This is an optimization exercise on Yosys and OpenROAD, whose aim is small area and a short achievable clock period, not a production implementation.
Where RTL was checked, it was by simulation tests only, not by an equivalence proof against the original.
Only the layout flow was run in run 2; the RTL was not checked for function there.
No activity file was given, so power comes from the tool's default toggle rates.

==> design/flow/run.sh <==
#!/bin/bash
# synth_recipe.tcl (not shown) runs the flow's synth.tcl, then flattens the netlist and writes it again
# the make line also repeats each setting of config.mk as NAME=value (left out here)
make -C /OpenROAD-flow-scripts/flow DESIGN_CONFIG=/design/flow/config.mk WORK_HOME=/design/flow/orfs CLKGATE_MAP_FILE= SYNTH_SCRIPT=/design/flow/synth_recipe.tcl finish
==> design/flow/design.v <==
module game_top (
    input wire clk,
    input wire [11:0] keypad_in,
    input wire [7:0] dip_in,
    input wire adc_data_in,
    output wire [7:0] seg_com,
    output wire [7:0] seg_data,
    output wire [7:0] seg_single_data,
    output wire [7:0] led_out,
    output wire [2:0] f_led1, f_led2, f_led3, f_led4,
    output wire lcd_rs, lcd_rw, lcd_en,
    output wire [7:0] lcd_data,
    output wire servo_pwm,
    output wire [3:0] step_motor_phase,
    output wire piezo_out,
    output wire adc_cs_n, adc_sclk, adc_din
);
    wire rst_n = keypad_in[8];    
    reg  [10:0] fc;
    wire        fc_end = (fc == 11'd1999);
    wire [10:0] fc_d   = fc_end ? 11'd0 : fc + 11'd1;
    wire [3:0]  f4     = fc[3:0];
    wire [3:0]  f4_d   = fc_d[3:0];
    reg  [7:0] dA, dD;
    wire [7:0] dA_d = (f4 == 4'd14) ? dip_in : dA;
    wire [7:0] dD_d = (f4 == 4'd1)  ? dA : dD;
    wire [7:0] dip_sw   = ((f4 == 4'd15) || (f4 == 4'd0)) ? dD : dA;
    wire [7:0] dip_sw_d = ((f4_d == 4'd15) || (f4_d == 4'd0)) ? dD_d : dA_d;
    wire [7:0] dip_tog  = (f4 == 4'd1) ? (dA ^ dD) : 8'd0;    
    localparam [3:0] KM1 = 4'd9, KM2A = 4'd10, KM2B = 4'd11;
    wire [10:0] kp;    
    genvar gi;
    generate
        for (gi = 0; gi < 11; gi = gi + 1) begin : kd
            localparam integer PIN = (gi < 8) ? gi : gi + 1;
            reg s0, s1, cl;
            reg [3:0] c;
            reg [3:0] c_d;
            reg cl_d;
            wire m = s1 ^ cl;
            always @(*) begin
                cl_d = cl;
                case (c)
                    4'd8: begin
                        if (m) begin c_d = KM1; cl_d = s1; end
                        else c_d = 4'd0;
                    end
                    KM1:  c_d = m ? KM2B : KM2A;
                    KM2A: c_d = m ? 4'd1 : 4'd0;
                    KM2B: c_d = m ? 4'd2 : 4'd0;
                    default: c_d = m ? c + 4'd1 : 4'd0;
                endcase
            end
            always @(posedge clk or negedge rst_n) begin
                if (!rst_n) begin
                    s0 <= 1'b0; s1 <= 1'b0; cl <= 1'b0; c <= 4'd0;
                end else begin
                    s0 <= ~keypad_in[PIN];
                    s1 <= s0;
                    cl <= cl_d;
                    c  <= c_d;
                end
            end
            assign kp[gi] = cl & ((c == KM2A) || (c == KM2B));
        end
    endgenerate
    wire [7:0] numk;
    assign numk[0] = kp[0];
    generate
        for (gi = 1; gi < 8; gi = gi + 1) begin : kpri
            assign numk[gi] = kp[gi] & ~(|kp[gi-1:0]);
        end
    endgenerate
    wire any_num = |kp[7:0];
    wire k_star  = kp[8] & ~any_num;
    wire k_zero  = kp[9] & ~any_num & ~kp[8];
    wire k_hash  = kp[10] & ~any_num & ~kp[8] & ~kp[9];
    wire k_one   = kp[0];
    reg [2:0] st;
    reg [3:0] stab;
    reg pfp, efp, pcp;
    reg [2:0] st_d;
    reg [3:0] stab_d;
    wire p1c, p2c, p3c, p4c, p1f, p2f, p3f, evs, evf, tout;
    wire phase_clear = p1c | p2c | p3c | p4c;
    wire p_fail = p1f | p2f | p3f;
    wire p_corr = p1c | evs;
    wire pfe = p_fail & ~pfp;
    wire efe = evf & ~efp;
    wire pce = p_corr & ~pcp;
    wire ge  = (st == 3'd1) || (st == 3'd2) || (st == 3'd3) || (st == 3'd4);
    always @(*) begin
        st_d = st;
        case (st)
            3'd0: if (k_zero) st_d = 3'd1;
            3'd1, 3'd2, 3'd3, 3'd4: begin
                if (tout) st_d = 3'd6;
                else if (phase_clear) st_d = st + 3'd1;
            end
            3'd5, 3'd6: st_d = st;
            default: st_d = 3'd0;
        endcase
        stab_d = stab;
        if (st == 3'd0) stab_d = 4'd9;
        else if (ge) begin
            if ((pfe || efe) && stab != 4'd0) stab_d = stab - 4'd1;
            else if (pce && stab < 4'd9) stab_d = stab + 4'd1;
        end
    end
    reg [7:0] tick;
    reg [2:0] mn, sh10;
    reg [3:0] so;
    reg       tout_r;
    reg [7:0] tick_d;
    reg [2:0] mn_d, sh10_d;
    reg [3:0] so_d;
    reg       tout_d;
    reg [7:0] tlim;
    assign tout = tout_r;
    always @(*) begin
        case (stab)
            4'd8: tlim = 8'd236;
            4'd7: tlim = 8'd222;
            4'd6: tlim = 8'd208;
            4'd5: tlim = 8'd194;
            4'd4: tlim = 8'd180;
            4'd3: tlim = 8'd166;
            4'd2: tlim = 8'd152;
            4'd1: tlim = 8'd138;
            4'd0: tlim = 8'd125;
            default: tlim = 8'd250;
        endcase
        tick_d = tick; mn_d = mn; sh10_d = sh10; so_d = so; tout_d = 1'b0;
        if (st == 3'd0) begin
            mn_d = 3'd5; sh10_d = 3'd0; so_d = 4'd0; tick_d = 8'd0;
        end else if (ge) begin
            if (mn != 3'd0 || sh10 != 3'd0 || so != 4'd0) begin
                if (tick >= tlim) begin
                    tick_d = 8'd0;
                    if (sh10 == 3'd0 && so == 4'd0) begin
                        sh10_d = 3'd5; so_d = 4'd9;
                        if (mn != 3'd0) mn_d = mn - 3'd1;
                    end else if (so == 4'd0) begin
                        sh10_d = sh10 - 3'd1; so_d = 4'd9;
                    end else begin
                        so_d = so - 4'd1;
                    end
                end else begin
                    tick_d = tick + 8'd1;
                end
            end else begin
                tout_d = 1'b1;
            end
        end
    end
    reg [7:0] inv;      
    reg edit, p1c_r, p1f_r;
    reg [7:0] inv_d;
    reg edit_d, p1c_d, p1f_d;
    assign p1c = p1c_r;
    assign p1f = p1f_r;
    wire en1 = (st == 3'd1);
    function [7:0] p1_calc(input [7:0] iv, input [7:0] dsw);
        reg [7:0] n0, n1, n2, n3, n4, n5, n6, n7;
        begin
            n0 = 8'h12 ^ {8{iv[0]}}; n1 = 8'h34 ^ {8{iv[1]}};
            n2 = 8'h56 ^ {8{iv[2]}}; n3 = 8'h78 ^ {8{iv[3]}};
            n4 = 8'h9A ^ {8{iv[4]}}; n5 = 8'hBC ^ {8{iv[5]}};
            n6 = 8'hDE ^ {8{iv[6]}}; n7 = 8'hF0 ^ {8{iv[7]}};
            p1_calc = n0 | (n1 & {8{dsw[0]}}) | (n2 & {8{dsw[1]}}) | (n3 & {8{dsw[2]}})
                         | (n4 & {8{dsw[3]}}) | (n5 & {8{dsw[4]}}) | (n6 & {8{dsw[5]}})
                         | (n7 & {8{dsw[6]}}) | (8'hAA & {8{dsw[7]}});
        end
    endfunction
    wire [7:0] calc = p1_calc(inv, dip_sw);
    always @(*) begin
        inv_d = inv; edit_d = edit; p1c_d = 1'b0; p1f_d = 1'b0;
        if (en1) begin
            if (k_zero) begin
                if (calc == 8'hFF) p1c_d = 1'b1;
                else p1f_d = 1'b1;
                edit_d = 1'b0;
            end else if (k_star) begin
                edit_d = ~edit;
            end else if (!edit) begin
                inv_d = inv ^ numk;
            end
        end
    end
    reg [15:0] l2;
    reg [2:0]  tpos;
    reg [1:0]  p2s;
    reg [9:0]  p2t;
    reg        p2c_r, p2f_r;
    reg [2:0]  tpos_d;
    reg [1:0]  p2s_d;
    reg [9:0]  p2t_d;
    reg        p2c_d, p2f_d;
    assign p2c = p2c_r;
    assign p2f = p2f_r;
    wire [15:0] l2_d = {l2[14:0], l2[15] ^ l2[13] ^ l2[12] ^ l2[10]};
    wire en2 = (st == 3'd2);
    reg  [2:0] dial;
    wire [2:0] pos = dial;
    always @(*) begin
        tpos_d = tpos; p2s_d = p2s; p2t_d = p2t; p2c_d = 1'b0; p2f_d = 1'b0;
        if (en2) begin
            case (p2s)
                2'd0: begin
                    tpos_d = l2[2:0];
                    p2t_d = 10'd750;
                    p2s_d = 2'd1;
                end
                2'd1: begin
                    if (p2t != 10'd0) begin
                        p2t_d = p2t - 10'd1;
                        if (k_zero) begin
                            if (pos == tpos) begin p2c_d = 1'b1; p2s_d = 2'd2; end
                            else begin p2f_d = 1'b1; p2s_d = 2'd0; end
                        end
                    end else begin
                        p2f_d = 1'b1; p2s_d = 2'd0;
                    end
                end
                default: ;
            endcase
        end else begin
            p2s_d = 2'd0;
        end
    end
    reg [7:0] p3l;
    reg p3a, p3c_r, p3f_r;
    reg [7:0] p3l_d;
    reg p3a_d, p3c_d, p3f_d;
    assign p3c = p3c_r;
    assign p3f = p3f_r;
    wire en3 = (st == 3'd3);
    wire [7:0] p3mask = ({8{dip_tog[0]}} & 8'b01001011) ^ ({8{dip_tog[1]}} & 8'b00010110)
                      ^ ({8{dip_tog[2]}} & 8'b10101101) ^ ({8{dip_tog[3]}} & 8'b01011010)
                      ^ ({8{dip_tog[4]}} & 8'b10110101) ^ ({8{dip_tog[5]}} & 8'b11101101)
                      ^ ({8{dip_tog[6]}} & 8'b11010010) ^ ({8{dip_tog[7]}} & 8'b10100100);
    always @(*) begin
        p3l_d = p3l; p3a_d = p3a; p3c_d = 1'b0; p3f_d = 1'b0;
        if (en3) begin
            if (!p3a) begin
                p3l_d = 8'h2B; p3a_d = 1'b1;
            end else begin
                p3l_d = p3l ^ p3mask;
                if (k_zero) begin
                    if (p3l == 8'h00) p3c_d = 1'b1;
                    else p3f_d = 1'b1;
                end
            end
        end else begin
            p3a_d = 1'b0;
        end
    end
    reg [3:0] l4d;               
    wire s4 = l2[0] ^ l2[2] ^ l2[3] ^ l2[4] ^ l2[5] ^ l2[8] ^ l2[11] ^ l2[12] ^ l2[14] ^ l2[15];
    wire [4:0] l4lo = {l4d, s4};
    reg [2:0] tt;  reg [3:0] to;        
    reg tflag;
    reg [2:0] ct;  reg [3:0] co;        
    reg mp, p4c_r;
    reg [2:0] tt_d; reg [3:0] to_d; reg tflag_d;
    reg [2:0] ct_d; reg [3:0] co_d; reg mp_d, p4c_d;
    assign p4c = p4c_r;
    wire en4 = (st == 3'd4);
    function [6:0] tgt_bcd(input [4:0] v);    
        begin
            if (v >= 5'd30)      begin tgt_bcd[6:4] = 3'd5; tgt_bcd[3:0] = v[3:0] - 4'd14; end
            else if (v >= 5'd20) begin tgt_bcd[6:4] = 3'd4; tgt_bcd[3:0] = v[3:0] - 4'd4; end
            else if (v >= 5'd10) begin tgt_bcd[6:4] = 3'd3; tgt_bcd[3:0] = v[3:0] - 4'd10; end
            else                 begin tgt_bcd[6:4] = 3'd2; tgt_bcd[3:0] = v[3:0]; end
        end
    endfunction
    wire cur_lt_tgt = (ct < tt) || ((ct == tt) && (co < to));
    always @(*) begin
        tt_d = tt; to_d = to; tflag_d = tflag;
        if (en4) begin
            if (!tflag) begin
                {tt_d, to_d} = tgt_bcd(l4lo);
                tflag_d = 1'b1;
            end
        end else begin
            tflag_d = 1'b0;
        end
        ct_d = ct; co_d = co; mp_d = 1'b0; p4c_d = 1'b0;
        if (en4) begin
            if (k_one && cur_lt_tgt) begin
                if (co == 4'd9) begin co_d = 4'd0; ct_d = ct + 3'd1; end
                else co_d = co + 4'd1;
                mp_d = 1'b1;
            end
            p4c_d = ~cur_lt_tgt;
        end else begin
            ct_d = 3'd0; co_d = 4'd0;
        end
    end
    reg [1:0] sidx;
    reg [3:0] mph;
    assign step_motor_phase = mph;
    reg [31:0] lf;
    reg [11:0] tc;
    reg [11:0] tg;        
    reg [4:0]  sc;
    reg tr1, tr2;
    wire [31:0] lf_d = {lf[30:0], lf[31] ^ lf[21] ^ lf[1] ^ lf[0]};
    wire trig = tr1 | tr2;
    wire [11:0] tg_in = trig ? 12'd1250 : tg;
    wire [12:0] ty = {tg_in, lf[31]};
    wire [12:0] tg_sub  = (ty >= 13'd5000) ? (ty - 13'd3750) : (ty - 13'd1250);
    wire [11:0] tg_step = tg_sub[11:0];
    wire [11:0] tg_d = (trig || sc != 5'd0) ? tg_step : tg;
    wire [4:0]  sc_d = trig ? 5'd1 : ((sc != 5'd0) ? sc + 5'd1 : 5'd0);
    reg  [2:0]  es;
    wire ev_act = (es != 3'd0);
    wire rq = ((st == 3'd1) || (st == 3'd3) || (st == 3'd4)) && !ev_act;
    wire tc_hit = (tc >= tg);
    wire [11:0] tc_d = rq ? (tc_hit ? 12'd0 : tc + 12'd1) : tc;
    wire tr1_d = rq & tc_hit & lf[0];
    wire tr2_d = rq & tc_hit & ~lf[0];
    localparam [2:0] E_IDLE = 3'd0, E_W1 = 3'd1, E_R1 = 3'd2, E_S2 = 3'd3, E_F2 = 3'd4;
    reg [10:0] T;
    reg [7:0]  sv;
    reg        dir;
    reg [7:0]  amb;
    reg [7:0]  rnd;
    reg        gok;
    reg        nR, nG, nB;      
    reg        pz;
    reg        evs_r, evf_r;
    reg [7:0]  cdsL;            
    assign evs = evs_r;
    assign evf = evf_r;
    reg [2:0]  es_d;
    reg [10:0] T_d;
    reg [7:0]  sv_d;
    reg        dir_d;
    reg [7:0]  amb_d;
    reg [7:0]  rnd_d;
    reg        gok_d;
    reg        nR_d, nG_d, nB_d;
    reg        pz_d;
    reg        evs_d, evf_d;
    wire [7:0] rnd_next = {rnd[6:0], rnd[7] ^ rnd[5] ^ rnd[4] ^ rnd[3]};
    wire [7:0] rmod = rnd % 8'd61;
    wire [5:0] gofs = gok ? rmod[5:0] : 6'd0;      
    wire [8:0] dz = {1'b0, sv} - {3'b000, gofs};
    wire z_red = dz[8] || (dz >= 9'd120);
    wire z_grn = !dz[8] && (dz >= 9'd40) && (dz < 9'd80);
    wire drop = (T != 11'd0) && ({1'b0, amb} >= ({1'b0, cdsL} + 9'd3));
    wire beep = (T == 11'd62) || (T == 11'd125) || (T == 11'd188) || (T == 11'd251) || (T == 11'd314);
    always @(*) begin
        es_d = es; T_d = T; sv_d = sv; dir_d = dir; amb_d = amb; rnd_d = rnd; gok_d = gok;
        nR_d = 1'b1; nG_d = 1'b1; nB_d = 1'b1; pz_d = pz; evs_d = evs_r; evf_d = evf_r;
        case (es)
            E_IDLE: begin
                evs_d = 1'b0; evf_d = 1'b0; pz_d = 1'b0; T_d = 11'd0; sv_d = 8'd0;
                if (tr1) begin
                    es_d = E_W1; pz_d = 1'b1;
                end else if (tr2) begin
                    es_d = E_S2; dir_d = 1'b0; rnd_d = rnd_next; gok_d = 1'b1;
                end
            end
            E_W1: begin
                T_d = T + 11'd1;
                if (beep) pz_d = ~pz;
                if (T == 11'd0) amb_d = cdsL;
                if (drop) begin
                    evs_d = 1'b1; es_d = E_R1;
                end else if ((sv == 8'd179) && T[0]) begin
                    sv_d = 8'd180; evf_d = 1'b1; es_d = E_R1;
                end else if (T[0]) begin
                    sv_d = sv + 8'd1;
                end
            end
            E_R1: begin
                es_d = E_IDLE; pz_d = 1'b0; sv_d = 8'd0;
            end
            E_S2: begin
                if (T[0]) begin
                    if (!dir) begin
                        if (sv >= 8'd180) dir_d = 1'b1;
                        else sv_d = sv + 8'd1;
                    end else begin
                        if (sv == 8'd0) dir_d = 1'b0;
                        else sv_d = sv - 8'd1;
                    end
                end
                nR_d = ~z_red;
                nG_d = 1'b0;
                nB_d = ~z_grn;
                T_d = T + 11'd1;
                if (T >= 11'd1250) begin
                    evf_d = 1'b1; es_d = E_F2;
                end else if (k_hash) begin
                    if (z_grn) evs_d = 1'b1;
                    else evf_d = 1'b1;
                    es_d = E_F2;
                end
            end
            E_F2: begin
                es_d = E_IDLE;
            end
            default: es_d = E_IDLE;
        endcase
    end
    assign f_led1 = {nB, nR, nG};
    assign f_led2 = {nB, nR, nG};
    assign f_led3 = {nB, nR, nG};
    assign f_led4 = {nB, nR, nG};
    assign piezo_out = pz;
    reg [1:0] ac;
    reg       sclk_r;
    reg [4:0] bc;
    reg       chan, prv, csn, din_r;
    reg [7:0] shr;
    reg [4:0] bc_d;
    reg       din_d;
    wire rise = (ac == 2'd0) && sclk_r;
    wire fall = (ac == 2'd0) && !sclk_r;
    wire [1:0] ac_d = (ac == 2'd2) ? 2'd0 : ac + 2'd1;
    wire sclk_d = (ac == 2'd2) ? ~sclk_r : sclk_r;
    wire in_tr = (bc <= 5'd16);
    always @(*) begin
        bc_d = bc;
        if (bc == 5'd20) bc_d = 5'd19;
        else if (bc == 5'd19) begin if (fall) bc_d = 5'd0; end
        else if (bc == 5'd17) bc_d = 5'd18;
        else if (bc == 5'd18) bc_d = 5'd19;
        else if (in_tr && rise) bc_d = bc + 5'd1;
        din_d = din_r;
        if (in_tr && rise) begin
            case (bc)
                5'd0: din_d = 1'b1;
                5'd5: din_d = chan;
                5'd6, 5'd7, 5'd10, 5'd11: din_d = 1'b1;
                default: din_d = 1'b0;
            endcase
        end
    end
    wire csn_d = !(bc_d <= 5'd16);
    wire sh_en = rise && (bc >= 5'd5) && (bc <= 5'd12);
    assign adc_cs_n = csn;
    assign adc_sclk = sclk_r;
    assign adc_din  = din_r;
    reg [7:0] sang;
    reg       pwm;
    wire [7:0] p2_servo = {pos, 4'b0} + {1'b0, pos, 3'b0} + {5'b0, pos};
    wire [7:0] servo_tgt = ev_act ? sv : (en2 ? p2_servo : 8'd90);
    wire pwm_d = fc_end ? 1'b1 : ({1'b0, fc} < ({4'b0, sang} + 12'd60));
    assign servo_pwm = pwm;
    reg [2:0] s5;
    reg [7:0] scom;
    wire s5_adv = (s5 >= 3'd4);
    wire [2:0] s5_d = s5_adv ? 3'd0 : s5 + 3'd1;
    wire [7:0] scom_d = s5_adv ? {scom[6:0], scom[7]} : scom;
    assign seg_com = scom;
    function [7:0] hex7(input [3:0] h);
        case (h)
            4'h0: hex7 = 8'hFC; 4'h1: hex7 = 8'h60; 4'h2: hex7 = 8'hDA; 4'h3: hex7 = 8'hF2;
            4'h4: hex7 = 8'h66; 4'h5: hex7 = 8'hB6; 4'h6: hex7 = 8'hBE; 4'h7: hex7 = 8'hE0;
            4'h8: hex7 = 8'hFE; 4'h9: hex7 = 8'hF6; 4'hA: hex7 = 8'hEE; 4'hB: hex7 = 8'h10;
            4'hC: hex7 = 8'h9C; 4'hD: hex7 = 8'h7A; 4'hE: hex7 = 8'h9E; default: hex7 = 8'h8E;
        endcase
    endfunction
    wire [7:0] calc_d = p1_calc(inv_d, dip_sw_d);
    reg  [31:0] disp_d;
    always @(*) begin
        case (st_d)
            3'd1: disp_d = {3'd0, calc_d[7], 3'd0, calc_d[6], 3'd0, calc_d[5], 3'd0, calc_d[4],
                            3'd0, calc_d[3], 3'd0, calc_d[2], 3'd0, calc_d[1], 3'd0, calc_d[0]};
            3'd2: begin
                if (p2s_d == 2'd2) disp_d = 32'h0000_0000;
                else begin
                    disp_d = 32'hBBBB_BBBB;
                    disp_d[tpos_d*4 +: 4] = 4'h0;
                end
            end
            3'd3: disp_d = {4'h0, 1'b0, mn_d, 1'b0, sh10_d, so_d, 16'hCAFE};
            3'd4: disp_d = {co_d, 1'b0, ct_d, 16'hFFFF, to_d, 1'b0, tt_d};
            3'd5: disp_d = 32'h8888_8888;
            3'd6: disp_d = 32'hDEAD_DEAD;
            default: disp_d = 32'hFFFF_1D1E;
        endcase
    end
    reg [3:0] hex_d;
    integer di;
    always @(*) begin
        hex_d = 4'h0;
        for (di = 0; di < 8; di = di + 1)
            if (!scom_d[di]) hex_d = hex_d | disp_d[di*4 +: 4];
    end
    wire [7:0] segd_d = hex7(hex_d);
    reg  [7:0] segd;
    assign seg_data = segd;
    reg [6:0] ssd;
    wire [7:0] ssd_full = hex7(stab_d);
    assign seg_single_data = {ssd, 1'b0};
    reg [7:0] ledr;
    reg [7:0] led_d;
    always @(*) begin
        case (st_d)
            3'd1: led_d = edit_d ? 8'hFF : 8'h00;
            3'd2: led_d = ~(8'd1 << dial_d);
            3'd3: led_d = ~p3l_d;
            default: led_d = 8'hFF;
        endcase
    end
    assign led_out = ledr;
    reg [2:0] ls;
    reg [7:0] dcnt;
    reg [2:0] cmd;
    reg [4:0] cidx;
    reg       trs, lrs, len;
    reg [7:0] tdat, ldat;
    reg [2:0] ls_d;
    reg [7:0] dcnt_d;
    reg [2:0] cmd_d;
    reg [4:0] cidx_d;
    reg       trs_d, lrs_d, len_d;
    reg [7:0] tdat_d, ldat_d;
    assign lcd_rs = lrs;
    assign lcd_rw = 1'b0;
    assign lcd_en = len;
    assign lcd_data = ldat;
    function [7:0] lcd_char(input [2:0] s, input [4:0] idx, input [2:0] m1, input [2:0] s10, input [3:0] s1);
        begin
            lcd_char = 8'h20;
            case ({s, idx})
                {3'd0, 5'd0}: lcd_char = 8'h52;
                {3'd0, 5'd1}: lcd_char = 8'h45;
                {3'd0, 5'd2}: lcd_char = 8'h41;
                {3'd0, 5'd3}: lcd_char = 8'h44;
                {3'd0, 5'd4}: lcd_char = 8'h59;
                {3'd0, 5'd6}: lcd_char = 8'h54;
                {3'd0, 5'd7}: lcd_char = 8'h4F;
                {3'd0, 5'd9}: lcd_char = 8'h50;
                {3'd0, 5'd10}: lcd_char = 8'h4C;
                {3'd0, 5'd11}: lcd_char = 8'h41;
                {3'd0, 5'd12}: lcd_char = 8'h59;
                {3'd0, 5'd16}: lcd_char = 8'h54;
                {3'd0, 5'd17}: lcd_char = 8'h49;
                {3'd0, 5'd18}: lcd_char = 8'h4D;
                {3'd0, 5'd19}: lcd_char = 8'h45;
                {3'd0, 5'd20}: lcd_char = 8'h3A;
                {3'd0, 5'd22}: lcd_char = 8'h30;
                {3'd0, 5'd23}: lcd_char = {5'b00110, m1};
                {3'd0, 5'd24}: lcd_char = 8'h3A;
                {3'd0, 5'd25}: lcd_char = {5'b00110, s10};
                {3'd0, 5'd26}: lcd_char = {4'h3, s1};
                {3'd1, 5'd0}: lcd_char = 8'h50;
                {3'd1, 5'd1}: lcd_char = 8'h48;
                {3'd1, 5'd2}: lcd_char = 8'h41;
                {3'd1, 5'd3}: lcd_char = 8'h53;
                {3'd1, 5'd4}: lcd_char = 8'h45;
                {3'd1, 5'd6}: lcd_char = 8'h31;
                {3'd1, 5'd7}: lcd_char = 8'h3A;
                {3'd1, 5'd9}: lcd_char = 8'h4E;
                {3'd1, 5'd10}: lcd_char = 8'h55;
                {3'd1, 5'd11}: lcd_char = 8'h4D;
                {3'd1, 5'd12}: lcd_char = 8'h42;
                {3'd1, 5'd13}: lcd_char = 8'h45;
                {3'd1, 5'd14}: lcd_char = 8'h52;
                {3'd1, 5'd16}: lcd_char = 8'h54;
                {3'd1, 5'd17}: lcd_char = 8'h49;
                {3'd1, 5'd18}: lcd_char = 8'h4D;
                {3'd1, 5'd19}: lcd_char = 8'h45;
                {3'd1, 5'd20}: lcd_char = 8'h3A;
                {3'd1, 5'd22}: lcd_char = 8'h30;
                {3'd1, 5'd23}: lcd_char = {5'b00110, m1};
                {3'd1, 5'd24}: lcd_char = 8'h3A;
                {3'd1, 5'd25}: lcd_char = {5'b00110, s10};
                {3'd1, 5'd26}: lcd_char = {4'h3, s1};
                {3'd2, 5'd0}: lcd_char = 8'h50;
                {3'd2, 5'd1}: lcd_char = 8'h48;
                {3'd2, 5'd2}: lcd_char = 8'h41;
                {3'd2, 5'd3}: lcd_char = 8'h53;
                {3'd2, 5'd4}: lcd_char = 8'h45;
                {3'd2, 5'd6}: lcd_char = 8'h32;
                {3'd2, 5'd7}: lcd_char = 8'h3A;
                {3'd2, 5'd9}: lcd_char = 8'h44;
                {3'd2, 5'd10}: lcd_char = 8'h49;
                {3'd2, 5'd11}: lcd_char = 8'h41;
                {3'd2, 5'd12}: lcd_char = 8'h4C;
                {3'd2, 5'd16}: lcd_char = 8'h54;
                {3'd2, 5'd17}: lcd_char = 8'h49;
                {3'd2, 5'd18}: lcd_char = 8'h4D;
                {3'd2, 5'd19}: lcd_char = 8'h45;
                {3'd2, 5'd20}: lcd_char = 8'h3A;
                {3'd2, 5'd22}: lcd_char = 8'h30;
                {3'd2, 5'd23}: lcd_char = {5'b00110, m1};
                {3'd2, 5'd24}: lcd_char = 8'h3A;
                {3'd2, 5'd25}: lcd_char = {5'b00110, s10};
                {3'd2, 5'd26}: lcd_char = {4'h3, s1};
                {3'd3, 5'd0}: lcd_char = 8'h50;
                {3'd3, 5'd1}: lcd_char = 8'h48;
                {3'd3, 5'd2}: lcd_char = 8'h41;
                {3'd3, 5'd3}: lcd_char = 8'h53;
                {3'd3, 5'd4}: lcd_char = 8'h45;
                {3'd3, 5'd6}: lcd_char = 8'h33;
                {3'd3, 5'd7}: lcd_char = 8'h3A;
                {3'd3, 5'd9}: lcd_char = 8'h4C;
                {3'd3, 5'd10}: lcd_char = 8'h4F;
                {3'd3, 5'd11}: lcd_char = 8'h47;
                {3'd3, 5'd12}: lcd_char = 8'h49;
                {3'd3, 5'd13}: lcd_char = 8'h43;
                {3'd3, 5'd16}: lcd_char = 8'h54;
                {3'd3, 5'd17}: lcd_char = 8'h49;
                {3'd3, 5'd18}: lcd_char = 8'h4D;
                {3'd3, 5'd19}: lcd_char = 8'h45;
                {3'd3, 5'd20}: lcd_char = 8'h3A;
                {3'd3, 5'd22}: lcd_char = 8'h30;
                {3'd3, 5'd23}: lcd_char = {5'b00110, m1};
                {3'd3, 5'd24}: lcd_char = 8'h3A;
                {3'd3, 5'd25}: lcd_char = {5'b00110, s10};
                {3'd3, 5'd26}: lcd_char = {4'h3, s1};
                {3'd4, 5'd0}: lcd_char = 8'h50;
                {3'd4, 5'd1}: lcd_char = 8'h48;
                {3'd4, 5'd2}: lcd_char = 8'h41;
                {3'd4, 5'd3}: lcd_char = 8'h53;
                {3'd4, 5'd4}: lcd_char = 8'h45;
                {3'd4, 5'd6}: lcd_char = 8'h34;
                {3'd4, 5'd7}: lcd_char = 8'h3A;
                {3'd4, 5'd9}: lcd_char = 8'h43;
                {3'd4, 5'd10}: lcd_char = 8'h4C;
                {3'd4, 5'd11}: lcd_char = 8'h49;
                {3'd4, 5'd12}: lcd_char = 8'h43;
                {3'd4, 5'd13}: lcd_char = 8'h4B;
                {3'd4, 5'd16}: lcd_char = 8'h54;
                {3'd4, 5'd17}: lcd_char = 8'h49;
                {3'd4, 5'd18}: lcd_char = 8'h4D;
                {3'd4, 5'd19}: lcd_char = 8'h45;
                {3'd4, 5'd20}: lcd_char = 8'h3A;
                {3'd4, 5'd22}: lcd_char = 8'h30;
                {3'd4, 5'd23}: lcd_char = {5'b00110, m1};
                {3'd4, 5'd24}: lcd_char = 8'h3A;
                {3'd4, 5'd25}: lcd_char = {5'b00110, s10};
                {3'd4, 5'd26}: lcd_char = {4'h3, s1};
                {3'd5, 5'd0}: lcd_char = 8'h42;
                {3'd5, 5'd1}: lcd_char = 8'h4F;
                {3'd5, 5'd2}: lcd_char = 8'h4D;
                {3'd5, 5'd3}: lcd_char = 8'h42;
                {3'd5, 5'd5}: lcd_char = 8'h44;
                {3'd5, 5'd6}: lcd_char = 8'h45;
                {3'd5, 5'd7}: lcd_char = 8'h46;
                {3'd5, 5'd8}: lcd_char = 8'h55;
                {3'd5, 5'd9}: lcd_char = 8'h53;
                {3'd5, 5'd10}: lcd_char = 8'h45;
                {3'd5, 5'd11}: lcd_char = 8'h44;
                {3'd5, 5'd12}: lcd_char = 8'h21;
                {3'd5, 5'd16}: lcd_char = 8'h59;
                {3'd5, 5'd17}: lcd_char = 8'h4F;
                {3'd5, 5'd18}: lcd_char = 8'h55;
                {3'd5, 5'd20}: lcd_char = 8'h41;
                {3'd5, 5'd21}: lcd_char = 8'h52;
                {3'd5, 5'd22}: lcd_char = 8'h45;
                {3'd5, 5'd24}: lcd_char = 8'h53;
                {3'd5, 5'd25}: lcd_char = 8'h41;
                {3'd5, 5'd26}: lcd_char = 8'h46;
                {3'd5, 5'd27}: lcd_char = 8'h45;
                {3'd5, 5'd29}: lcd_char = 8'h3A;
                {3'd5, 5'd30}: lcd_char = 8'h29;
                {3'd6, 5'd0}: lcd_char = 8'h45;
                {3'd6, 5'd1}: lcd_char = 8'h58;
                {3'd6, 5'd2}: lcd_char = 8'h50;
                {3'd6, 5'd3}: lcd_char = 8'h4C;
                {3'd6, 5'd4}: lcd_char = 8'h4F;
                {3'd6, 5'd5}: lcd_char = 8'h53;
                {3'd6, 5'd6}: lcd_char = 8'h49;
                {3'd6, 5'd7}: lcd_char = 8'h4F;
                {3'd6, 5'd8}: lcd_char = 8'h4E;
                {3'd6, 5'd10}: lcd_char = 8'h21;
                {3'd6, 5'd11}: lcd_char = 8'h21;
                {3'd6, 5'd12}: lcd_char = 8'h21;
                {3'd6, 5'd16}: lcd_char = 8'h47;
                {3'd6, 5'd17}: lcd_char = 8'h41;
                {3'd6, 5'd18}: lcd_char = 8'h4D;
                {3'd6, 5'd19}: lcd_char = 8'h45;
                {3'd6, 5'd21}: lcd_char = 8'h4F;
                {3'd6, 5'd22}: lcd_char = 8'h56;
                {3'd6, 5'd23}: lcd_char = 8'h45;
                {3'd6, 5'd24}: lcd_char = 8'h52;
                {3'd6, 5'd26}: lcd_char = 8'h3A;
                {3'd6, 5'd27}: lcd_char = 8'h28;
                {3'd7, 5'd0}: lcd_char = 8'h46;
                {3'd7, 5'd1}: lcd_char = 8'h50;
                {3'd7, 5'd2}: lcd_char = 8'h47;
                {3'd7, 5'd3}: lcd_char = 8'h41;
                {3'd7, 5'd5}: lcd_char = 8'h42;
                {3'd7, 5'd6}: lcd_char = 8'h4F;
                {3'd7, 5'd7}: lcd_char = 8'h4D;
                {3'd7, 5'd8}: lcd_char = 8'h42;
                {3'd7, 5'd10}: lcd_char = 8'h47;
                {3'd7, 5'd11}: lcd_char = 8'h41;
                {3'd7, 5'd12}: lcd_char = 8'h4D;
                {3'd7, 5'd13}: lcd_char = 8'h45;
                {3'd7, 5'd16}: lcd_char = 8'h69;
                {3'd7, 5'd17}: lcd_char = 8'h6E;
                {3'd7, 5'd18}: lcd_char = 8'h69;
                {3'd7, 5'd19}: lcd_char = 8'h74;
                {3'd7, 5'd20}: lcd_char = 8'h69;
                {3'd7, 5'd21}: lcd_char = 8'h61;
                {3'd7, 5'd22}: lcd_char = 8'h6C;
                {3'd7, 5'd23}: lcd_char = 8'h69;
                {3'd7, 5'd24}: lcd_char = 8'h7A;
                {3'd7, 5'd25}: lcd_char = 8'h69;
                {3'd7, 5'd26}: lcd_char = 8'h6E;
                {3'd7, 5'd27}: lcd_char = 8'h67;
                {3'd7, 5'd28}: lcd_char = 8'h2E;
                {3'd7, 5'd29}: lcd_char = 8'h2E;
                {3'd7, 5'd30}: lcd_char = 8'h2E;
                default: lcd_char = 8'h20;
            endcase
        end
    endfunction
    always @(*) begin
        ls_d = ls; dcnt_d = dcnt; cmd_d = cmd; cidx_d = cidx;
        trs_d = trs; lrs_d = lrs; len_d = len; tdat_d = tdat; ldat_d = ldat;
        case (ls)
            3'd0: begin
                if (dcnt < 8'd200) dcnt_d = dcnt + 8'd1;
                else begin dcnt_d = 8'd0; ls_d = 3'd1; cmd_d = 3'd0; end
            end
            3'd1: begin
                case (cmd)
                    3'd0: begin trs_d = 1'b0; tdat_d = 8'h38; end
                    3'd1: begin trs_d = 1'b0; tdat_d = 8'h0C; end
                    3'd2: begin trs_d = 1'b0; tdat_d = 8'h01; end
                    3'd3: begin trs_d = 1'b0; tdat_d = 8'h06; end
                    3'd4: begin trs_d = 1'b0; tdat_d = {1'b1, cidx[4], 2'b00, cidx[3:0]}; end
                    3'd5: begin trs_d = 1'b1; tdat_d = lcd_char(st, cidx, mn, sh10, so); end
                    default: ;
                endcase
                lrs_d = trs; ldat_d = tdat;
                ls_d = 3'd2; dcnt_d = 8'd0;
            end
            3'd2: begin
                len_d = 1'b1;
                if (dcnt < 8'd2) dcnt_d = dcnt + 8'd1;
                else begin dcnt_d = 8'd0; ls_d = 3'd3; end
            end
            3'd3: begin
                len_d = 1'b0; ls_d = 3'd4;
            end
            3'd4: begin
                if (dcnt < ((cmd == 3'd2) ? 8'd200 : 8'd8)) dcnt_d = dcnt + 8'd1;
                else begin
                    dcnt_d = 8'd0; ls_d = 3'd1;
                    if (cmd < 3'd4) cmd_d = cmd + 3'd1;
                    else if (cmd == 3'd4) cmd_d = 3'd5;
                    else begin cidx_d = cidx + 5'd1; cmd_d = 3'd4; end
                end
            end
            default: ;
        endcase
    end
    wire [2:0] dial_d = (bc == 5'd17 && prv) ? shr[7:5] : dial;
    always @(posedge clk or negedge rst_n) begin
        if (!rst_n) begin
            fc <= 11'd0;
            dA <= 8'd0; dD <= 8'd0;
            st <= 3'd0; stab <= 4'd9; pfp <= 1'b0; efp <= 1'b0; pcp <= 1'b0;
            tick <= 8'd0; mn <= 3'd5; sh10 <= 3'd0; so <= 4'd0; tout_r <= 1'b0;
            inv <= 8'd0; edit <= 1'b0; p1c_r <= 1'b0; p1f_r <= 1'b0;
            l2 <= 16'hACE1; tpos <= 3'd0; p2s <= 2'd0; p2t <= 10'd0; p2c_r <= 1'b0; p2f_r <= 1'b0;
            p3l <= 8'h2B; p3a <= 1'b0; p3c_r <= 1'b0; p3f_r <= 1'b0;
            l4d <= 4'b1111; tt <= 3'd3; to <= 4'd0; tflag <= 1'b0; ct <= 3'd0; co <= 4'd0;
            mp <= 1'b0; p4c_r <= 1'b0;
            sidx <= 2'd0; mph <= 4'b0000;
            lf <= 32'h1234_5678; tc <= 12'd0; tg <= 12'd1250; sc <= 5'd0; tr1 <= 1'b0; tr2 <= 1'b0;
            es <= E_IDLE; T <= 11'd0; sv <= 8'd0; dir <= 1'b0; amb <= 8'd0; rnd <= 8'hA5; gok <= 1'b0;
            nR <= 1'b1; nG <= 1'b1; nB <= 1'b1; pz <= 1'b0; evs_r <= 1'b0; evf_r <= 1'b0;
            ac <= 2'd0; sclk_r <= 1'b0; bc <= 5'd20; chan <= 1'b0; prv <= 1'b0; csn <= 1'b1; din_r <= 1'b0;
            dial <= 3'd0; cdsL <= 8'd0;
            sang <= 8'd0; pwm <= 1'b0;
            s5 <= 3'd0; scom <= 8'hFE; segd <= 8'h9E; ssd <= 7'h7B; ledr <= 8'hFF;
            ls <= 3'd0; dcnt <= 8'd0; cmd <= 3'd0; cidx <= 5'd0;
            trs <= 1'b0; lrs <= 1'b0; len <= 1'b0; tdat <= 8'd0; ldat <= 8'd0;
        end else begin
            fc <= fc_d;
            dA <= dA_d; dD <= dD_d;
            st <= st_d; stab <= stab_d; pfp <= p_fail; efp <= evf; pcp <= p_corr;
            tick <= tick_d; mn <= mn_d; sh10 <= sh10_d; so <= so_d; tout_r <= tout_d;
            inv <= inv_d; edit <= edit_d; p1c_r <= p1c_d; p1f_r <= p1f_d;
            l2 <= l2_d; tpos <= tpos_d; p2s <= p2s_d; p2t <= p2t_d; p2c_r <= p2c_d; p2f_r <= p2f_d;
            p3l <= p3l_d; p3a <= p3a_d; p3c_r <= p3c_d; p3f_r <= p3f_d;
            l4d <= {l4d[2:0], s4}; tt <= tt_d; to <= to_d; tflag <= tflag_d; ct <= ct_d; co <= co_d;
            mp <= mp_d; p4c_r <= p4c_d;
            if (mp) sidx <= sidx + 2'd1;
            case (sidx)
                2'b00: mph <= 4'b1100;
                2'b01: mph <= 4'b0110;
                2'b10: mph <= 4'b0011;
                default: mph <= 4'b1001;
            endcase
            lf <= lf_d; tc <= tc_d; tg <= tg_d; sc <= sc_d; tr1 <= tr1_d; tr2 <= tr2_d;
            es <= es_d; T <= T_d; sv <= sv_d; dir <= dir_d; amb <= amb_d; rnd <= rnd_d; gok <= gok_d;
            nR <= nR_d; nG <= nG_d; nB <= nB_d; pz <= pz_d; evs_r <= evs_d; evf_r <= evf_d;
            ac <= ac_d; sclk_r <= sclk_d; bc <= bc_d; csn <= csn_d; din_r <= din_d;
            if (bc == 5'd18) begin
                chan <= ~chan; prv <= chan;
                if (!prv) cdsL <= shr;
            end
            dial <= dial_d;
            if (fc_end) sang <= servo_tgt;
            pwm <= pwm_d;
            s5 <= s5_d; scom <= scom_d; segd <= segd_d; ssd <= ssd_full[7:1]; ledr <= led_d;
            ls <= ls_d; dcnt <= dcnt_d; cmd <= cmd_d; cidx <= cidx_d;
            trs <= trs_d; lrs <= lrs_d; len <= len_d; tdat <= tdat_d; ldat <= ldat_d;
        end
    end
    always @(posedge clk) begin
        if (sh_en) shr <= {shr[6:0], adc_data_in};
    end
endmodule
==> design/flow/config.mk <==
export PLATFORM = sky130hd
export DESIGN_NAME = game_top
export DESIGN_NICKNAME = game_top
export VERILOG_FILES = /design/flow/design.v
export SDC_FILE = /design/flow/constraint.sdc
export NUM_CORES = 4
export LEC_CHECK = 0
export CAP_MARGIN = 20
export CORE_MARGIN = 2
export CORE_UTILIZATION = 40
export PLACE_DENSITY = 0.6
export SLEW_MARGIN = 20
==> design/flow/constraint.sdc <==
create_clock -name core_clock -period 30.0 [get_ports {clk}]
set_input_delay 6.0000 -clock core_clock [delete_from_list [all_inputs] [get_ports {clk}]]
set_output_delay 6.0000 -clock core_clock [all_outputs]
set_load 0.01 [all_outputs]
==> out/metrics.cfg, run 1 <==
[setup_path]
rr_endpoint = segd[4]$_DFF_PN1_
critical_path_class = input pin to flip-flop
arrival_ns = 9.88
reg2reg_setup_slack_ns = 23.26
critPathLaunchType = input pin
crit_path_end_kind = flip-flop
worstPathRequired_ns = 30.51
rr_worst_depth = 17
r2r_start = st[2]$_DFF_PN0_
cp_max_fo = 5

[clocking]
cts_hold_buf = 0
cts_tree = yes
numCtsBuffers = 52
ctsRootBufferMaster = clkbuf_16
numClockSinks = 435
ctsResizeCount = 0
cts_buffer_depth = 3
clkSlewWorstSetupHoldPaths_ns = 0.06
clock_latency_ns = 0.61
htree_levels = 2
post_cts_buffers = 0

[logic_synthesis]
synth_flop_cell = dfrtp_1
ys_async_sr_fraction_pct = 98.2
synth.avg_cell_area_um2 = 9.26
synth_most_common_cell = dfrtp_1
synth.top_cells.by_count = 351 x dfrtp_1, 305 x nand2_1, 233 x nor2_1
synth_edf_count = 8
synth-seq-cells = 435
synthCells = 2863
synth_cell_types = 108
synthTopCellsByArea = dfrtp_1 33%, ha_1 8.7%, dfstp_2 7.5%, nand2_1 4.3%, o21ai_0 3.8%
yosysTopAreaCellShare_pct = 33.1
synth.yosys.seq_area_share_pct = 41.6
netlist_area_um2 = 26500
yosysWarnings = 1
synth.largest_area_cell = dfrtp_1

[place]
portBuffers = 82
dp_hpwl_um = 50300
postPlaceCellArea_um2 = 28100
pre_cts_ws_ns = 20.08
globalplace.congestion = 0.912

[power]
power_density_nw_per_um2 = 55.8
power.leakage_uw = 0.0133
irDropWorstVdd_uv = 45.1

[final_layout]
finalInstanceArea_um2 = 30000
fillers = 6300
n_antenna_cell = 0
area_growth_pct = 13.0
layout.nets = 3131
layout-drive-gt1-share_pct = 10.5
multi_input_area_um2 = 14400
ff_latch_area_um2 = 11000

[job]
maxCapViolCount = 0

[die]
die_w_um = 261
ios = 86
fp.coreArea_um2 = 65600
start_util_pct = 40.4
die_h_um = 261
rows = 94
dieArea_um2 = 68300

[grt]
gr-total-overflow = 0
grt_max_degree = 119
first_global_vias = 21400
grt_first_pass_wirelength_um = 113000
antenna_found_initial = 0
grt_usage_pct = 20.2

[routing]
viasPerCell = 5.66
drc = 0
detail_route.wl_per_cell_um = 17.9
antenna_left = 0
routed-via-count = 21700
drtIter0Drc = 1766
wirelength_um = 68700
firstDrtPassIters = 6

[sta]
tns_ns = 0
fin_crit_sh_pct = 31.2
max_clock_freq_mhz = 107
fin_skew_ns = 0.0224
worst_pin_slew_ns = 1.04
maxSlewHeadroom_pct = 30.9
fin_ws_ns = 20.63
fin_crit_ns = 9.37
hold_viol = 0
final_max_slew_viol_count = 0
finalSetupViolCount = 0
rsz0062_at_grt = false

[min_path]
holdCritPathClass = flip-flop to flip-flop
holdCritStartpoint = lf[5]$_DFF_PN1_
whs_path_depth = 0
min_to = lf[6]$_DFF_PN1_

[status]
status = timing/DRC/antenna clean

-- power breakdown --
| part | total, uW | switching, uW | internal, uW | leakage [uW] |
|---|---|---|---|---|
| Combinational | 321 | 195 | 126 | 0.00685 |
| Clock | 668 | 258 | 410 | 0.000890 |
| Sequential | 682 | 51.1 | 631 | 0.00557 |
| Total | 1670 | 504 | 1170 | 0.0133 |
-- per-layer routing --
layer  part of all wire (%)  vias up  global-route usage (%)
met1                     46    10600                    27.6
met3                    5.1      139                    3.25
met2                     46      645                    32.9
li1                       -    10300                       -
met4                    2.7        0                    6.11
met5                      0        -                       0
-- worst max path at each step --
stage | start | to | slack (ns) | cells after the start
2_1_floorplan | dip_in[3] | segd[4]$_DFF_PN1_ | 21.45 | 13
3_3_place_gp | dip_in[3] | segd[4]$_DFF_PN1_ | 20.34 | 14
3_5_place_dp | dip_in[3] | segd[4]$_DFF_PN1_ | 20.08 | 14
4_1_cts | dip_in[3] | segd[4]$_DFF_PN1_ | 20.70 | 14
5_1_grt | dip_in[3] | segd[4]$_DFF_PN1_ | 20.44 | 14
6_report | dip_in[3] | segd[4]$_DFF_PN1_ | 20.63 | 14
-- stage by stage --
stage / hold WS (ns) / util (%) / cells / power, uW
floorplan: 0.331 / - / 2865 / 912
global placement: 0.333 / 42.8 / 3730 / 990
detailed placement: 0.336 / 42.8 / 3730 / 1010
CTS: 0.338 / 45.6 / 3828 / 1690
global route: 0.343 / 45.6 / 3829 / 1760
finish: 0.344 / 45.6 / 3829 / 1670
-- sequential cells by signal, indices dropped and copies added (netlist names), 10 cells and up --
signal / cells
tg: 12
fc: 11
p2t: 10
kd.s0: 11
kd.cl: 11
tc: 12
T: 11
l2: 16
lf: 32
kd.c: 44
kd.s1: 11
-- worst max-delay path, cell delays in order --
cell	delay (ns)
clkdlybuf4s50_1	0.44
mux2_2	0.29
o221a_2	0.25
a31oi_1	0.24
or3_1	0.20
nand4_1	0.14
o311ai_0	0.46
o2111ai_1	0.21
nor4_1	0.36
nand3_1	0.39
ha_1	0.44
inv_1	0.05
mux2_2	0.26
o21ai_0	0.14
-- logic make-up (layout without fill, tap and decap cells) --
logic type	after synthesis	in the layout	synth area share, %
buffers and inverters	276	376	4.19
AND/OR/NAND/NOR	1003	1003	18.6
XOR/XNOR	137	137	4.61
AO/OA/AOI/OAI	706	706	17.3
other	1	3	0.0141
adder cells (fa/ha/maj)	188	188	8.96
flip-flops	435	435	41.6
multiplexers	117	117	4.74
-- cell type report --
cell class                      count  area share (%)
Clock buffer                       73            5.02
Tap cell                          864            3.61
Sequential cell                   435            36.8
Timing Repair Buffer              102            3.25
Inverter                          176            2.21
Multi-Input combinational cell   2154            48.0
Clock inverter                     25            1.09
-- placed cells by master (no fill, tap or decap), types with 27 or more instances in the layout --
cell type / netlist / routed
a21o_1: 31 / 31
a21oi_1: 161 / 161
a31oi_1: 27 / 27
and3_1: 32 / 32
clkbuf_16: 0 / 54
clkdlybuf4s50_1: 0 / 81
dfrtp_1: 351 / 351
dfstp_2: 76 / 76
ha_1: 185 / 185
inv_1: 169 / 169
mux2_2: 68 / 68
mux2i_1: 49 / 49
nand2_1: 305 / 305
nand2b_1: 34 / 34
nand3_1: 90 / 90
nor2_1: 233 / 233
nor2b_1: 49 / 49
nor3_1: 58 / 57
nor4_1: 39 / 39
o21ai_0: 202 / 202
o31ai_1: 34 / 34
xnor2_1: 88 / 88
xor2_1: 47 / 47
==> run 2, diff against run 1 <==
--- a/design/flow/design.v
+++ b/design/flow/design.v
@@ -27,5 +27,5 @@
     wire [7:0] dip_sw   = ((f4 == 4'd15) || (f4 == 4'd0)) ? dD : dA;
-    wire [7:0] dip_sw_d = ((f4_d == 4'd15) || (f4_d == 4'd0)) ? dD_d : dA_d;
+    wire [7:0] dip_sw_d = ((f4_d == 4'd15) || (f4_d == 4'd0)) ? dD_d : dA;
     wire [7:0] dip_tog  = (f4 == 4'd1) ? (dA ^ dD) : 8'd0;    
-    localparam [3:0] KM1 = 4'd9, KM2A = 4'd10, KM2B = 4'd11;
+    localparam [3:0] KM1 = 4'd9, KM20 = 4'd10, KM21 = 4'd11, KM30 = 4'd12, KM31 = 4'd13, KM32 = 4'd14;
     wire [10:0] kp;    
@@ -35,3 +35,3 @@
             localparam integer PIN = (gi < 8) ? gi : gi + 1;
-            reg s0, s1, cl;
+            reg s0, cl;
             reg [3:0] c;
@@ -39,3 +39,3 @@
             reg cl_d;
-            wire m = s1 ^ cl;
+            wire m = s0 ^ cl;
             always @(*) begin
@@ -43,10 +43,21 @@
                 case (c)
+                    4'd0: c_d = m ? 4'd1 : 4'd0;
+                    4'd1: c_d = m ? 4'd2 : 4'd0;
+                    4'd2: c_d = m ? 4'd3 : 4'd0;
+                    4'd3: c_d = m ? 4'd4 : 4'd0;
+                    4'd4: c_d = m ? 4'd5 : 4'd0;
+                    4'd5: c_d = m ? 4'd6 : 4'd0;
+                    4'd6: c_d = m ? 4'd7 : 4'd0;
+                    4'd7: c_d = m ? 4'd8 : 4'd0;
                     4'd8: begin
-                        if (m) begin c_d = KM1; cl_d = s1; end
+                        if (m) begin c_d = KM1; cl_d = s0; end
                         else c_d = 4'd0;
                     end
-                    KM1:  c_d = m ? KM2B : KM2A;
-                    KM2A: c_d = m ? 4'd1 : 4'd0;
-                    KM2B: c_d = m ? 4'd2 : 4'd0;
-                    default: c_d = m ? c + 4'd1 : 4'd0;
+                    KM1:  c_d = m ? KM21 : KM20;
+                    KM20: c_d = m ? KM31 : KM30;
+                    KM21: c_d = m ? KM32 : KM30;
+                    KM30: c_d = m ? 4'd1 : 4'd0;
+                    KM31: c_d = m ? 4'd2 : 4'd0;
+                    KM32: c_d = m ? 4'd3 : 4'd0;
+                    default: c_d = 4'd0;
                 endcase
@@ -55,6 +66,5 @@
                 if (!rst_n) begin
-                    s0 <= 1'b0; s1 <= 1'b0; cl <= 1'b0; c <= 4'd0;
+                    s0 <= 1'b0; cl <= 1'b0; c <= 4'd0;
                 end else begin
                     s0 <= ~keypad_in[PIN];
-                    s1 <= s0;
                     cl <= cl_d;
@@ -63,3 +73,3 @@
             end
-            assign kp[gi] = cl & ((c == KM2A) || (c == KM2B));
+            assign kp[gi] = cl & ((c == KM30) || (c == KM31) || (c == KM32));
         end
@@ -451,3 +461,6 @@
     wire [7:0] servo_tgt = ev_act ? sv : (en2 ? p2_servo : 8'd90);
-    wire pwm_d = fc_end ? 1'b1 : ({1'b0, fc} < ({4'b0, sang} + 12'd60));
+    wire fc_lt60 = (fc < 11'd60);
+    wire sang_nz = (sang != 8'd0);
+    wire [7:0] sang_d = fc_end ? servo_tgt : ((!fc_lt60 && sang_nz) ? sang - 8'd1 : sang);
+    wire pwm_d = fc_end | fc_lt60 | sang_nz;
     assign servo_pwm = pwm;
@@ -459,38 +472,47 @@
     assign seg_com = scom;
-    function [7:0] hex7(input [3:0] h);
-        case (h)
-            4'h0: hex7 = 8'hFC; 4'h1: hex7 = 8'h60; 4'h2: hex7 = 8'hDA; 4'h3: hex7 = 8'hF2;
-            4'h4: hex7 = 8'h66; 4'h5: hex7 = 8'hB6; 4'h6: hex7 = 8'hBE; 4'h7: hex7 = 8'hE0;
-            4'h8: hex7 = 8'hFE; 4'h9: hex7 = 8'hF6; 4'hA: hex7 = 8'hEE; 4'hB: hex7 = 8'h10;
-            4'hC: hex7 = 8'h9C; 4'hD: hex7 = 8'h7A; 4'hE: hex7 = 8'h9E; default: hex7 = 8'h8E;
-        endcase
+    function [7:0] bcd7(input [3:0] v);
+        reg A, B, C, D;
+        begin
+            {A, B, C, D} = v;
+            bcd7[7] = A | C | (B & D) | (~B & ~D);
+            bcd7[6] = ~B | (~C & ~D) | (C & D);
+            bcd7[5] = B | ~C | D;
+            bcd7[4] = A | (~B & ~D) | (C & ~D) | (B & ~C & D) | (~B & C);
+            bcd7[3] = (~B & ~D) | (C & ~D);
+            bcd7[2] = A | (~C & ~D) | (B & ~C) | (B & ~D);
+            bcd7[1] = A | (B & ~C) | (~B & C) | (C & ~D);
+            bcd7[0] = 1'b0;
+        end
     endfunction
     wire [7:0] calc_d = p1_calc(inv_d, dip_sw_d);
-    reg  [31:0] disp_d;
+    wire [7:0] dsel = ~scom_d;           
+    reg  [3:0] bcd_in;
+    reg        use_bcd;
+    reg  [7:0] seg_const;
+    wire       p2_zero = (p2s_d == 2'd2) || dsel[tpos_d];
     always @(*) begin
+        bcd_in = 4'd0; use_bcd = 1'b0;
         case (st_d)
-            3'd1: disp_d = {3'd0, calc_d[7], 3'd0, calc_d[6], 3'd0, calc_d[5], 3'd0, calc_d[4],
-                            3'd0, calc_d[3], 3'd0, calc_d[2], 3'd0, calc_d[1], 3'd0, calc_d[0]};
-            3'd2: begin
-                if (p2s_d == 2'd2) disp_d = 32'h0000_0000;
-                else begin
-                    disp_d = 32'hBBBB_BBBB;
-                    disp_d[tpos_d*4 +: 4] = 4'h0;
-                end
+            3'd3: begin
+                use_bcd = |dsel[6:4];
+                bcd_in = ({4{dsel[6]}} & {1'b0, mn_d}) | ({4{dsel[5]}} & {1'b0, sh10_d}) | ({4{dsel[4]}} & so_d);
             end
-            3'd3: disp_d = {4'h0, 1'b0, mn_d, 1'b0, sh10_d, so_d, 16'hCAFE};
-            3'd4: disp_d = {co_d, 1'b0, ct_d, 16'hFFFF, to_d, 1'b0, tt_d};
-            3'd5: disp_d = 32'h8888_8888;
-            3'd6: disp_d = 32'hDEAD_DEAD;
-            default: disp_d = 32'hFFFF_1D1E;
+            3'd4: begin
+                use_bcd = dsel[7] | dsel[6] | dsel[1] | dsel[0];
+                bcd_in = ({4{dsel[7]}} & co_d) | ({4{dsel[6]}} & {1'b0, ct_d})
+                       | ({4{dsel[1]}} & to_d) | ({4{dsel[0]}} & {1'b0, tt_d});
+            end
+            default: ;
+        endcase
+        case (st_d)
+            3'd1: seg_const = (|(calc_d & dsel)) ? 8'h60 : 8'hFC;
+            3'd2: seg_const = p2_zero ? 8'hFC : 8'h10;
+            3'd3: seg_const = dsel[7] ? 8'hFC : dsel[3] ? 8'h9C : dsel[2] ? 8'hEE : dsel[1] ? 8'h8E : 8'h9E;
+            3'd4: seg_const = 8'h8E;
+            3'd5: seg_const = 8'hFE;
+            3'd6: seg_const = (dsel[6] | dsel[2]) ? 8'h9E : (dsel[5] | dsel[1]) ? 8'hEE : 8'h7A;
+            default: seg_const = (|dsel[7:4]) ? 8'h8E : (dsel[3] | dsel[1]) ? 8'h60 : dsel[2] ? 8'h7A : 8'h9E;
         endcase
     end
-    reg [3:0] hex_d;
-    integer di;
-    always @(*) begin
-        hex_d = 4'h0;
-        for (di = 0; di < 8; di = di + 1)
-            if (!scom_d[di]) hex_d = hex_d | disp_d[di*4 +: 4];
-    end
-    wire [7:0] segd_d = hex7(hex_d);
+    wire [7:0] segd_d = use_bcd ? bcd7(bcd_in) : seg_const;
     reg  [7:0] segd;
@@ -498,3 +520,3 @@
     reg [6:0] ssd;
-    wire [7:0] ssd_full = hex7(stab_d);
+    wire [7:0] ssd_full = bcd7(stab_d);
     assign seg_single_data = {ssd, 1'b0};
@@ -764,5 +786,4 @@
             st <= 3'd0; stab <= 4'd9; pfp <= 1'b0; efp <= 1'b0; pcp <= 1'b0;
-            tick <= 8'd0; mn <= 3'd5; sh10 <= 3'd0; so <= 4'd0; tout_r <= 1'b0;
             inv <= 8'd0; edit <= 1'b0; p1c_r <= 1'b0; p1f_r <= 1'b0;
-            l2 <= 16'hACE1; tpos <= 3'd0; p2s <= 2'd0; p2t <= 10'd0; p2c_r <= 1'b0; p2f_r <= 1'b0;
+            l2 <= 16'hACE1; tpos <= 3'd0; p2s <= 2'd0; p2c_r <= 1'b0; p2f_r <= 1'b0;
             p3l <= 8'h2B; p3a <= 1'b0; p3c_r <= 1'b0; p3f_r <= 1'b0;
@@ -772,6 +793,6 @@
             lf <= 32'h1234_5678; tc <= 12'd0; tg <= 12'd1250; sc <= 5'd0; tr1 <= 1'b0; tr2 <= 1'b0;
-            es <= E_IDLE; T <= 11'd0; sv <= 8'd0; dir <= 1'b0; amb <= 8'd0; rnd <= 8'hA5; gok <= 1'b0;
+            es <= E_IDLE; rnd <= 8'hA5; gok <= 1'b0;
             nR <= 1'b1; nG <= 1'b1; nB <= 1'b1; pz <= 1'b0; evs_r <= 1'b0; evf_r <= 1'b0;
             ac <= 2'd0; sclk_r <= 1'b0; bc <= 5'd20; chan <= 1'b0; prv <= 1'b0; csn <= 1'b1; din_r <= 1'b0;
-            dial <= 3'd0; cdsL <= 8'd0;
+            dial <= 3'd0;
             sang <= 8'd0; pwm <= 1'b0;
@@ -784,5 +805,4 @@
             st <= st_d; stab <= stab_d; pfp <= p_fail; efp <= evf; pcp <= p_corr;
-            tick <= tick_d; mn <= mn_d; sh10 <= sh10_d; so <= so_d; tout_r <= tout_d;
             inv <= inv_d; edit <= edit_d; p1c_r <= p1c_d; p1f_r <= p1f_d;
-            l2 <= l2_d; tpos <= tpos_d; p2s <= p2s_d; p2t <= p2t_d; p2c_r <= p2c_d; p2f_r <= p2f_d;
+            l2 <= l2_d; tpos <= tpos_d; p2s <= p2s_d; p2c_r <= p2c_d; p2f_r <= p2f_d;
             p3l <= p3l_d; p3a <= p3a_d; p3c_r <= p3c_d; p3f_r <= p3f_d;
@@ -798,3 +818,3 @@
             lf <= lf_d; tc <= tc_d; tg <= tg_d; sc <= sc_d; tr1 <= tr1_d; tr2 <= tr2_d;
-            es <= es_d; T <= T_d; sv <= sv_d; dir <= dir_d; amb <= amb_d; rnd <= rnd_d; gok <= gok_d;
+            es <= es_d; rnd <= rnd_d; gok <= gok_d;
             nR <= nR_d; nG <= nG_d; nB <= nB_d; pz <= pz_d; evs_r <= evs_d; evf_r <= evf_d;
@@ -803,6 +823,5 @@
                 chan <= ~chan; prv <= chan;
-                if (!prv) cdsL <= shr;
             end
             dial <= dial_d;
-            if (fc_end) sang <= servo_tgt;
+            sang <= sang_d;
             pwm <= pwm_d;
@@ -815,2 +834,6 @@
         if (sh_en) shr <= {shr[6:0], adc_data_in};
+        if (bc == 5'd18 && !prv) cdsL <= shr;
+        tick <= tick_d; mn <= mn_d; sh10 <= sh10_d; so <= so_d; tout_r <= tout_d;
+        p2t <= p2t_d;
+        T <= T_d; sv <= sv_d; dir <= dir_d; amb <= amb_d;
     end
--- a/design/flow/config.mk
+++ b/design/flow/config.mk
@@ -7,2 +7,3 @@
 export LEC_CHECK = 0
+export ABC_AREA = 1
 export CAP_MARGIN = 20
==> out/metrics.cfg, run 2 <==
[routing]
firstDrtPassIters = 6  ; unchanged
detail_route.wl_per_cell_um = 14.2  ; -21%
drtIter0Drc = 1344  ; -24%
routed-via-count = 20600  ; -5.0%
antenna_left = 0  ; unchanged
wirelength_um = 58600  ; -15%
viasPerCell = 5.00  ; -12%
drc = 0  ; unchanged

[setup_path]
critical_path_class = input pin to async pin
path_delay_family = buffers and inverters
critPathLaunchType = input pin
cp_cell_sequence = buf_8 -> buf_4 -> buf_12
arrival_ns = 8.33  ; -1.55 ns
worstPathRequired_ns = 30.56  ; +0.05 ns
cp_slowest_cell = buf_4
cp_max_fo = 175  ; +170
crit_path_end_kind = async pin
slowest_delay_ns = 0.74  ; +0.28 ns
worst-path-buf-inv = 3  ; +1

[die]
start_util_pct = 40.4  ; about the same
fp.coreArea_um2 = 61600  ; -6.1%
dieArea_um2 = 64300  ; -6.0%
ios = 86  ; unchanged
die_w_um = 253  ; -3.0%
die_h_um = 253  ; -3.0%
rows = 91  ; -3.2%

[final_layout]
largest_register = kd.c
largest_reg_flops = 44  ; unchanged
ff_latch_area_um2 = 10900  ; -1.3%
layout.nets = 3377  ; +7.9%
layout-drive-gt1-share_pct = 7.47  ; -3.0 points
fillers = 6011  ; -4.6%
n_antenna_cell = 0  ; unchanged
final_cell_mix = 577 x nand2_1, 535 x inv_1, 365 x nor2_1
multi_input_area_um2 = 11700  ; -19%
largestRegisters = kd.c (44), lf (32), l2 (16)
layout_commonest_cell = nand2_1
final_util_pct = 45.8  ; +0.17 points
area_growth_pct = 13.3

[logic_synthesis]
synth-seq-cells = 424  ; -2.5%
synth.largest_area_cell = dfrtp_1
synth.avg_cell_area_um2 = 7.94  ; -14%
synthCells = 3137  ; +9.6%
synth_most_common_cell = nand2_1
netlist_area_um2 = 24900  ; -6.1%
ys_async_sr_fraction_pct = 82.8  ; -15 points
synth_edf_count = 54  ; +46
yosysWarnings = 1  ; unchanged
yosysTopAreaCellShare_pct = 27.8  ; -5.3 points
synth.yosys.seq_area_share_pct = 43.7  ; +2.1 points
synth_flop_cell = dfrtp_1
synth_cell_types = 77  ; -29%
synth.top_cells.by_count = 577 x nand2_1, 535 x inv_1, 365 x nor2_1
synthTopCellsByArea = dfrtp_1 28%, nand2_1 8.7%, inv_1 8.1%, dfstp_2 7.8%, edfxtp_1 6.5%

[power]
power.leakage_uw = 0.0132  ; -0.71%
irDropWorstVdd_uv = 40.8  ; -9.4%
power_density_nw_per_um2 = 57.3  ; +2.6%

[sta]
fin_skew_ns = 0.0162  ; -0.00613 ns
fin_crit_sh_pct = 25.9  ; -5.3 points
max_clock_freq_mhz = 129  ; +21%
hold_viol = 0  ; unchanged
worst_pin_slew_ns = 1.05  ; +0.0178 ns
maxSlewHeadroom_pct = 29.0  ; -1.8 points
tns_ns = 0  ; unchanged
rsz0062_at_grt = false
final_max_slew_viol_count = 0  ; unchanged
fin_crit_ns = 7.77  ; -1.60 ns
finalSetupViolCount = 0  ; unchanged

[clocking]
cts_buffer_depth = 3  ; unchanged
clock_latency_ns = 0.60  ; about the same
post_cts_buffers = 0  ; unchanged
numClockSinks = 424  ; -2.5%
numCtsBuffers = 50  ; -3.8%
cts_tree = yes
ctsRootBufferMaster = clkbuf_16
ctsResizeCount = 0  ; unchanged
clkSlewWorstSetupHoldPaths_ns = 0.06  ; about the same
cts_hold_buf = 0  ; unchanged
htree_levels = 2  ; unchanged

[place]
portBuffers = 82  ; unchanged
globalplace.congestion = 0.976  ; +7.0%
dp_hpwl_um = 43800  ; -13%

[grt]
grt_max_degree = 176  ; +48%
grt_usage_pct = 18.5  ; -1.7 points
gr-total-overflow = 0  ; unchanged
first_global_vias = 19300  ; -10%
grt_first_pass_wirelength_um = 97500  ; -14%
antenna_found_initial = 0  ; unchanged

[min_path]
holdCritPathClass = flip-flop to flip-flop

[job]
maxCapViolCount = 0  ; unchanged

[status]
status = timing/DRC/antenna clean

[run 2: changes by cell type in the layout (fill, tap and decap cells not counted), moves of 28 or more]
cell / before / now
inv_1: 169 / 535
edfxtp_1: 8 / 54
mux2i_1: 49 / 1
nand3_1: 90 / 168
nor2_1: 233 / 365
mux2_2: 68 / 7
nand2_1: 305 / 577
xnor2_1: 88 / 37
ha_1: 185 / 114
o31ai_1: 34 / 6
nand2b_1: 34 / 0
dfrtp_1: 351 / 277
nor2b_1: 49 / 1
[run 2: kinds of logic (layout without fill, tap and decap cells)]
logic type,Yosys count,after routing,synth area share (%)
compound gates,551,551,13.2
xor+xnor,110,110,3.96
fa+ha+maj,117,117,5.97
buf+inv,592,733,9.29
flops,424,424,43.7
mux,8,8,0.357
other cells,1,3,0.0151
simple gates,1334,1334,23.5
[run 2: power by group]
group          internal, uW  leakage (uW)  switching [uW]
clock network           350      0.000794             246
registers               642       0.00515            53.9
logic                   119       0.00726             205
[run 2: cell type report]
type	instances	area share, %
multi-input combinational	2123	41.5
clock inverter	24	0.669
inverter	548	7.30
sequential	424	38.5
timing repair buffer	91	3.21
tap	837	3.71
clock buffer	70	5.06
[run 2: final timing paths]
kind / start / end / slack (ns) / cells past startpoint
setup / recovery: keypad_in[8] / fc[5]$_DFF_PN0_ / 22.23 / 3
max in group core_clock: scom[6]$_DFF_PN1_ / seg_com[6] / 22.32 / 1
hold reg to reg: lf[15]$_DFF_PN0_ / lf[16]$_DFF_PN0_ / 0.34 / 0
min in group asynchronous: keypad_in[8] / ssd[2]$_DFF_PN0_ / 5.50 / 1
setup reg to reg: rnd[5]$_DFFE_PN1P_ / evf_r$_DFFE_PN0P_ / 24.73 / 29
hold / removal: lf[15]$_DFF_PN0_ / lf[16]$_DFF_PN0_ / 0.34 / 0
[run 2: through the flow]
stage	instance area, um2	power [uW]	hold WS, ns	setup WS (ns)	instances
3_3_place_gp	26600	1030	0.334	21.51	4023
2_1_floorplan	24900	935	0.331	23.36	3139
3_5_place_dp	26600	1030	0.336	21.51	4023
6_report	28200	1620	0.345	22.23	4117
4_1_cts	28200	1640	0.349	22.16	4117
5_1_grt	28200	1720	0.349	21.78	4117
[run 2: per-layer routing]
layer | track usage, % | part of all wire, %
met4 | 6.26 | 2.9
met3 | 2.26 | 4.5
met1 | 26.1 | 48
met5 | 0 | 0
met2 | 29.3 | 45

## separate check: timing with driven ports
No port has a modelled driver above. Below, the same layouts with a new extraction and two added sets of constraints. Step 1 assumes that a clkbuf_16 drives the clock port and a buf_2 every other input. Step 2, shift: input delay + t, output delay - t, t = (earliest + latest rising clock arrival at the registers) / 2. This alone moves slack from input paths to output paths. a / b / c = no drivers / after step 1 / after step 2; a / b = the first two.
| run | t (ns) | setup slack, ns | worst setup path after step 2 | latest minus earliest clock arrival (ns) |
|---|---|---|---|---|
| run 1 | 0.653 | 20.633 / 20.665 / 20.012 | input to register | 0.022 / 0.023 |
| run 2 | 0.649 | 22.234 / 22.248 / 21.599 | input, reset recovery | 0.019 / 0.020 |
After both steps every run listed still meets setup and hold. For run 2, which loses most, drivers alone change the setup slack by +0.014 ns; drivers and shift together by -0.635 ns. Setup slack includes reset recovery checks.
